This design comes from an exercise in tuning for small area and a short achievable clock period on the open sky130 flow, not from production work.
In this exercise RTL edits were held to simulation tests only and were not proved equivalent to the original.

Design fdiv_stream, start of the top module:
module fdiv_stream (
    input wire clk,
    input wire rstn,
    input wire in_valid,
    input wire [31:0] in_x1,
    input wire [31:0] in_x2,
    output reg out_valid,
    output reg [31:0] out_y );
    reg v_q;
    reg [31:0] x1_q;
    reg [31:0] x2_q;
    always @(posedge clk) begin
        if (~rstn) v_q <= 1'b0; else v_q <= in_valid;
        x1_q <= in_x1;
        x2_q <= in_x2;
    end
    wire n_s, n_z;
    wire [24:0] n_a; wire [22:0] n_b;
    wire signed [5:0] n_g;
    wire [8:0] n_e;
    fdiv_norm norm0 (.x1(x1_q), .x2(x2_q), .s(n_s), .z(n_z), .a(n_a), .b(n_b), .g(n_g), .e(n_e));
    wire [26:0] d1_s, d1_c; wire d1_n, d1_1, d1_2;
    fdiv_r4 d1 (.s({2'b00, n_a}), .c(27'd0), .first(1'b1), .b(n_b), .s_o(d1_s), .c_o(d1_c), .qneg(d1_n), .q1(d1_1), .q2(d1_2));
    wire [26:0] d2_s, d2_c; wire d2_n, d2_1, d2_2;
    fdiv_r4 d2 (.s(d1_s), .c(d1_c), .first(1'b0), .b(n_b), .s_o(d2_s), .c_o(d2_c), .qneg(d2_n), .q1(d2_1), .q2(d2_2));
    wire [26:0] d3_s, d3_c; wire d3_n, d3_1, d3_2;
    fdiv_r4 d3 (.s(d2_s), .c(d2_c), .first(1'b0), .b(n_b), .s_o(d3_s), .c_o(d3_c), .qneg(d3_n), .q1(d3_1), .q2(d3_2));
    wire [26:0] d4_s, d4_c; wire d4_n, d4_1, d4_2;
    fdiv_r4 d4 (.s(d3_s), .c(d3_c), .first(1'b0), .b(n_b), .s_o(d4_s), .c_o(d4_c), .qneg(d4_n), .q1(d4_1), .q2(d4_2));
  ...
For scale: ~3,800 cells after synthesis, about 100 I/O pins.
clock: 170.0 ns
lec_check: 0
cap_margin: 20
core_margin: 2
core_utilization: 60
slew_margin: 20
standard.sh (not shown) runs the stock make flow with config.mk's settings and CLKGATE_MAP_FILE= SYNTH_SCRIPT=/design/flow/synth_recipe.tcl, a recipe that flattens the netlist after the stock synthesis.
==> flow/flow/run.sh <==
#!/bin/bash
# Layout: the standard flow (standard.sh) with these changes.
# 1. Synthesis: Yosys's synth runs with -noabc, which skips only its generic
#    pre-mapping ABC pass, so the adder extraction sees the full adders with
#    the polarity the RTL writes them in instead of wrapped in inverters.
#    The final ABC mapping to the library uses an area-oriented script
#    (abc_area_map.script below: AIG rewriting with dc2/dch and the amap
#    area mapper, then ORFS's usual buffering and sizing steps) instead of
#    ORFS's delay-oriented abc_speed.script; every stage still has slack at
#    the clock period. The registers and the rest of synthesis are standard.
# 2. Port buffers: buffer_ports still buffers every input and output, with
#    sky130_fd_sc_hd__buf_1 instead of the delay cell it picks by default.
# 3. Clock tree: clkbuf_16 buffers, larger sink clusters, no dummy loads.
set -euo pipefail
cat > abc_area_map.script <<'ABC'
strash
dch -f
amap -m -F 2 -A 8
strash
dc2
dch -f
amap -m -F 2 -A 8
strash
dc2
dch -f
amap -m -F 2 -A 8
strash
dc2
dch -f
amap -m -F 2 -A 8
buffer -c
topo
stime -c
upsize -c
dnsize -c
ABC
{
  echo 'proc synth {args} { yosys synth -nofsm -noshare -noabc {*}$args }'
  echo 'proc abc {args} {'
  echo '  set i [lsearch -exact $args -script]'
  echo "  if {\$i >= 0} { lset args [expr {\$i + 1}] $PWD/abc_area_map.script }"
  echo '  yosys abc {*}$args'
  echo '}'
  tail -n +2 synth_recipe.tcl
} > synth_recipe_custom.tcl
head -1 synth_recipe.tcl | grep -q 'proc synth'
bash standard.sh SYNTH_SCRIPT="$PWD/synth_recipe_custom.tcl" \
  "BUFFER_PORTS_ARGS=-buffer_cell sky130_fd_sc_hd__buf_1" \
  "CTS_ARGS=-sink_clustering_enable -repair_clock_nets -buf_list sky130_fd_sc_hd__clkbuf_16 -sink_clustering_size 30 -sink_clustering_max_diameter 120 -dont_use_dummy_load" \
  finish > standard.log 2>&1
The first run completed without violations.
Change:
--- a/flow/flow/run.sh
+++ b/flow/flow/run.sh
@@ -49 +49 @@
-  "CTS_ARGS=-sink_clustering_enable -repair_clock_nets -buf_list sky130_fd_sc_hd__clkbuf_16 -sink_clustering_size 30 -sink_clustering_max_diameter 120 -dont_use_dummy_load" \
+  "CTS_ARGS=-sink_clustering_enable -repair_clock_nets -buf_list sky130_fd_sc_hd__clkbuf_16 -sink_clustering_size 30 -sink_clustering_max_diameter 120 -sink_clustering_levels 1 -dont_use_dummy_load" \
--- a/flow/config.mk
+++ b/flow/config.mk
@@ -10 +10 @@
-export CORE_UTILIZATION = 60
+export CORE_UTILIZATION = 40
Outcome: Synthesized area does not change. Core utilization is lower by 20 points. Non-clock buffer count is higher by 1. Clock-buffer cell count does not change. Cell area is higher by 1.5%. Worst hold slack is better by 78 ps. Wire length is higher by 0.76%.
Change:
==> flow/flow/run.sh (replaced) <==
#!/bin/bash
# Layout: the standard flow (standard.sh) with these changes.
# 1. Synthesis: Yosys's synth runs with -noabc, which skips only its generic
#    pre-mapping ABC pass, so the adder extraction sees the full adders with
#    the polarity the RTL writes them in instead of wrapped in inverters.
#    The final ABC mapping runs ORFS's own abc_speed.script with its &nf
#    mapper allowed to relax delay for area (-R 1000 -p). The registers and
#    the rest of synthesis are standard.
# 2. Port buffers: buffer_ports still buffers every input and output, with
#    sky130_fd_sc_hd__buf_1 instead of the delay cell it picks by default.
# 3. Clock tree: clkbuf_16 buffers, larger sink clusters, no dummy loads.
set -euo pipefail
sed 's/^&nf$/\&nf -R 1000 -p/' "$FLOW_HOME/scripts/abc_speed.script" > abc_area_relaxed.script
grep -q -- '&nf -R 1000 -p' abc_area_relaxed.script
{
  echo 'proc synth {args} { yosys synth -nofsm -noshare -noabc {*}$args }'
  echo 'proc abc {args} {'
  echo '  set i [lsearch -exact $args -script]'
  echo "  if {\$i >= 0} { lset args [expr {\$i + 1}] $PWD/abc_area_relaxed.script }"
  echo '  yosys abc {*}$args'
  echo '}'
  tail -n +2 synth_recipe.tcl
} > synth_recipe_custom.tcl
head -1 synth_recipe.tcl | grep -q 'proc synth'
bash standard.sh SYNTH_SCRIPT="$PWD/synth_recipe_custom.tcl" \
  "BUFFER_PORTS_ARGS=-buffer_cell sky130_fd_sc_hd__buf_1" \
  "CTS_ARGS=-sink_clustering_enable -repair_clock_nets -buf_list sky130_fd_sc_hd__clkbuf_16 -sink_clustering_size 18 -sink_clustering_max_diameter 80 -dont_use_dummy_load" \
  finish > standard.log 2>&1
Effect: Count of clock-buffer cells in the layout went up by 12. Global-route usage falls by 2.4 points. Design area is higher by a little under a tenth.
Change:
--- a/flow/flow/run.sh
+++ b/flow/flow/run.sh
@@ -6,3 +6,5 @@
-#    The final ABC mapping runs ORFS's own abc_speed.script with its &nf
-#    mapper allowed to relax delay for area (-R 1000 -p). The registers and
-#    the rest of synthesis are standard.
+#    The final ABC mapping to the library uses an area-oriented script
+#    (abc_area_map.script below: AIG rewriting with dc2/dch and the amap
+#    area mapper, then ORFS's usual buffering and sizing steps) instead of
+#    ORFS's delay-oriented abc_speed.script; every stage still has slack at
+#    the clock period. The registers and the rest of synthesis are standard.
@@ -13,2 +15,22 @@
-sed 's/^&nf$/\&nf -R 1000 -p/' "$FLOW_HOME/scripts/abc_speed.script" > abc_area_relaxed.script
-grep -q -- '&nf -R 1000 -p' abc_area_relaxed.script
+cat > abc_area_map.script <<'ABC'
+strash
+dch -f
+amap -m -F 2 -A 8
+strash
+dc2
+dch -f
+amap -m -F 2 -A 8
+strash
+dc2
+dch -f
+amap -m -F 2 -A 8
+strash
+dc2
+dch -f
+amap -m -F 2 -A 8
+buffer -c
+topo
+stime -c
+upsize -c
+dnsize -c
+ABC
@@ -19 +41 @@
-  echo "  if {\$i >= 0} { lset args [expr {\$i + 1}] $PWD/abc_area_relaxed.script }"
+  echo "  if {\$i >= 0} { lset args [expr {\$i + 1}] $PWD/abc_area_map.script }"
@@ -27 +49 @@
-  "CTS_ARGS=-sink_clustering_enable -repair_clock_nets -buf_list sky130_fd_sc_hd__clkbuf_16 -sink_clustering_size 18 -sink_clustering_max_diameter 80 -dont_use_dummy_load" \
+  "CTS_ARGS=-sink_clustering_enable -repair_clock_nets -buf_list sky130_fd_sc_hd__clkbuf_16 -sink_clustering_size 30 -sink_clustering_max_diameter 120 -dont_use_dummy_load" \
--- a/flow/config.mk
+++ b/flow/config.mk
@@ -10 +10,2 @@
-export CORE_UTILIZATION = 40
+export CORE_UTILIZATION = 60
+export PLACE_DENSITY = 0.75
Result: The changed run passed the timing, design-rule and antenna checks. Synthesized cell count is higher by about 3%. Final area is lower by 8.1%. Routed wire length is lower by about 2%.
Change:
==> flow/flow/run.sh (replaced) <==
#!/bin/bash
# Layout: the standard flow (standard.sh) with three changes.
# 1. Synthesis: Yosys's synth runs with -noabc, which skips only its generic
#    pre-mapping ABC pass, so the adder extraction sees the full adders with
#    the polarity the RTL writes them in instead of wrapped in inverters. The
#    final ABC mapping, the registers and the rest of synthesis are standard.
# 2. Port buffers: buffer_ports still buffers every input and output, with
#    sky130_fd_sc_hd__buf_1 instead of the delay cell it picks by default.
# 3. Clock tree: smaller buffers and no dummy loads.
set -euo pipefail
sed 's/yosys synth -nofsm -noshare /yosys synth -nofsm -noshare -noabc /' synth_recipe.tcl > synth_recipe_noabc.tcl
grep -q -- '-noabc' synth_recipe_noabc.tcl
bash standard.sh SYNTH_SCRIPT="$PWD/synth_recipe_noabc.tcl" \
  "BUFFER_PORTS_ARGS=-buffer_cell sky130_fd_sc_hd__buf_1" \
  "CTS_ARGS=-sink_clustering_enable -repair_clock_nets -buf_list sky130_fd_sc_hd__clkbuf_16 -sink_clustering_size 18 -sink_clustering_max_diameter 80 -dont_use_dummy_load" \
  finish > standard.log 2>&1
--- a/flow/config.mk
+++ b/flow/config.mk
@@ -10,2 +10 @@
-export CORE_UTILIZATION = 60
-export PLACE_DENSITY = 0.75
+export CORE_UTILIZATION = 40
The new run ran to the end with no violations.
Clock skew is higher by 6.2 ps.
First-iteration DRC count is lower by 14%.
Change:
==> flow/flow/run.sh (replaced) <==
#!/bin/bash
# Layout: the standard flow (standard.sh) with these changes.
# 1. Synthesis: Yosys's synth runs with -noabc, which skips only its generic
#    pre-mapping ABC pass, so the adder extraction sees the full adders with
#    the polarity the RTL writes them in instead of wrapped in inverters.
#    The final ABC mapping to the library uses an area-oriented script
#    (abc_area_map.script below: AIG rewriting with dc2/dch and the amap
#    area mapper, then ORFS's usual buffering and sizing steps) instead of
#    ORFS's delay-oriented abc_speed.script; every stage still has slack at
#    the clock period. The registers and the rest of synthesis are standard.
# 2. Port buffers: buffer_ports still buffers every input and output, with
#    sky130_fd_sc_hd__buf_1 instead of the delay cell it picks by default.
# 3. Clock tree: clkbuf_16 buffers, larger sink clusters, no dummy loads.
set -euo pipefail
cat > abc_area_map.script <<'ABC'
strash
dch -f
amap -m -F 2 -A 8
strash
dc2
dch -f
amap -m -F 2 -A 8
strash
dc2
dch -f
amap -m -F 2 -A 8
strash
dc2
dch -f
amap -m -F 2 -A 8
buffer -c
topo
stime -c
upsize -c
dnsize -c
ABC
{
  echo 'proc synth {args} { yosys synth -nofsm -noshare -noabc {*}$args }'
  echo 'proc abc {args} {'
  echo '  set i [lsearch -exact $args -script]'
  echo "  if {\$i >= 0} { lset args [expr {\$i + 1}] $PWD/abc_area_map.script }"
  echo '  yosys abc {*}$args'
  echo '}'
  tail -n +2 synth_recipe.tcl
} > synth_recipe_custom.tcl
head -1 synth_recipe.tcl | grep -q 'proc synth'
bash standard.sh SYNTH_SCRIPT="$PWD/synth_recipe_custom.tcl" \
  "BUFFER_PORTS_ARGS=-buffer_cell sky130_fd_sc_hd__buf_1" \
  "CTS_ARGS=-sink_clustering_enable -repair_clock_nets -buf_list sky130_fd_sc_hd__clkbuf_16 -sink_clustering_size 36 -sink_clustering_max_diameter 150 -dont_use_dummy_load" \
  finish > standard.log 2>&1
The changed run passed the timing, design-rule and antenna checks.
Setup slack degrades by 5.0 ps.
Design area went down by roughly a tenth.
Global-route usage went up by 1.5 points.
First-iteration DRC count went down slightly.

-- static timing again, ports no longer ideal --
No port has a modelled driver above. Below, the same layouts with a new extraction and two added sets of constraints.
Step 1, drivers: a clkbuf_16 drives clk and a buf_2 each remaining input, both assumed.
Step 2 adds t to the input delays and takes it off the output delays; t is the mean of the earliest and latest rising clock arrival at the registers after step 1. Input paths then give back, and output paths get back, about the clock's delay inside the block.
a / b / c = ideal ports / drivers / drivers and shift; a / b = the first two.
run	t, ns	setup WS [ns]	hold WS [ns]	worst data-port slew with drivers (ns)	cell pins on the clock port's net
the first run	0.555	134.971 / 134.908 / 135.463	0.248 / 0.248 / 0.248	0.05	1
the second run	0.564	134.952 / 134.894 / 135.457	0.326 / 0.326 / 0.326	0.05	1
the third run	0.631	134.938 / 134.878 / 135.509	0.305 / 0.305 / 0.305	0.04	1
the fourth run	0.559	134.966 / 134.908 / 135.346	0.333 / 0.333 / 0.333	0.04	1
the fifth run	0.645	134.952 / 134.883 / 135.528	0.327 / 0.327 / 0.327	0.04	1
the sixth run	0.555	134.947 / 134.893 / 135.448	0.293 / 0.293 / 0.293	0.05	1
After both steps setup and hold are still met in every run listed.
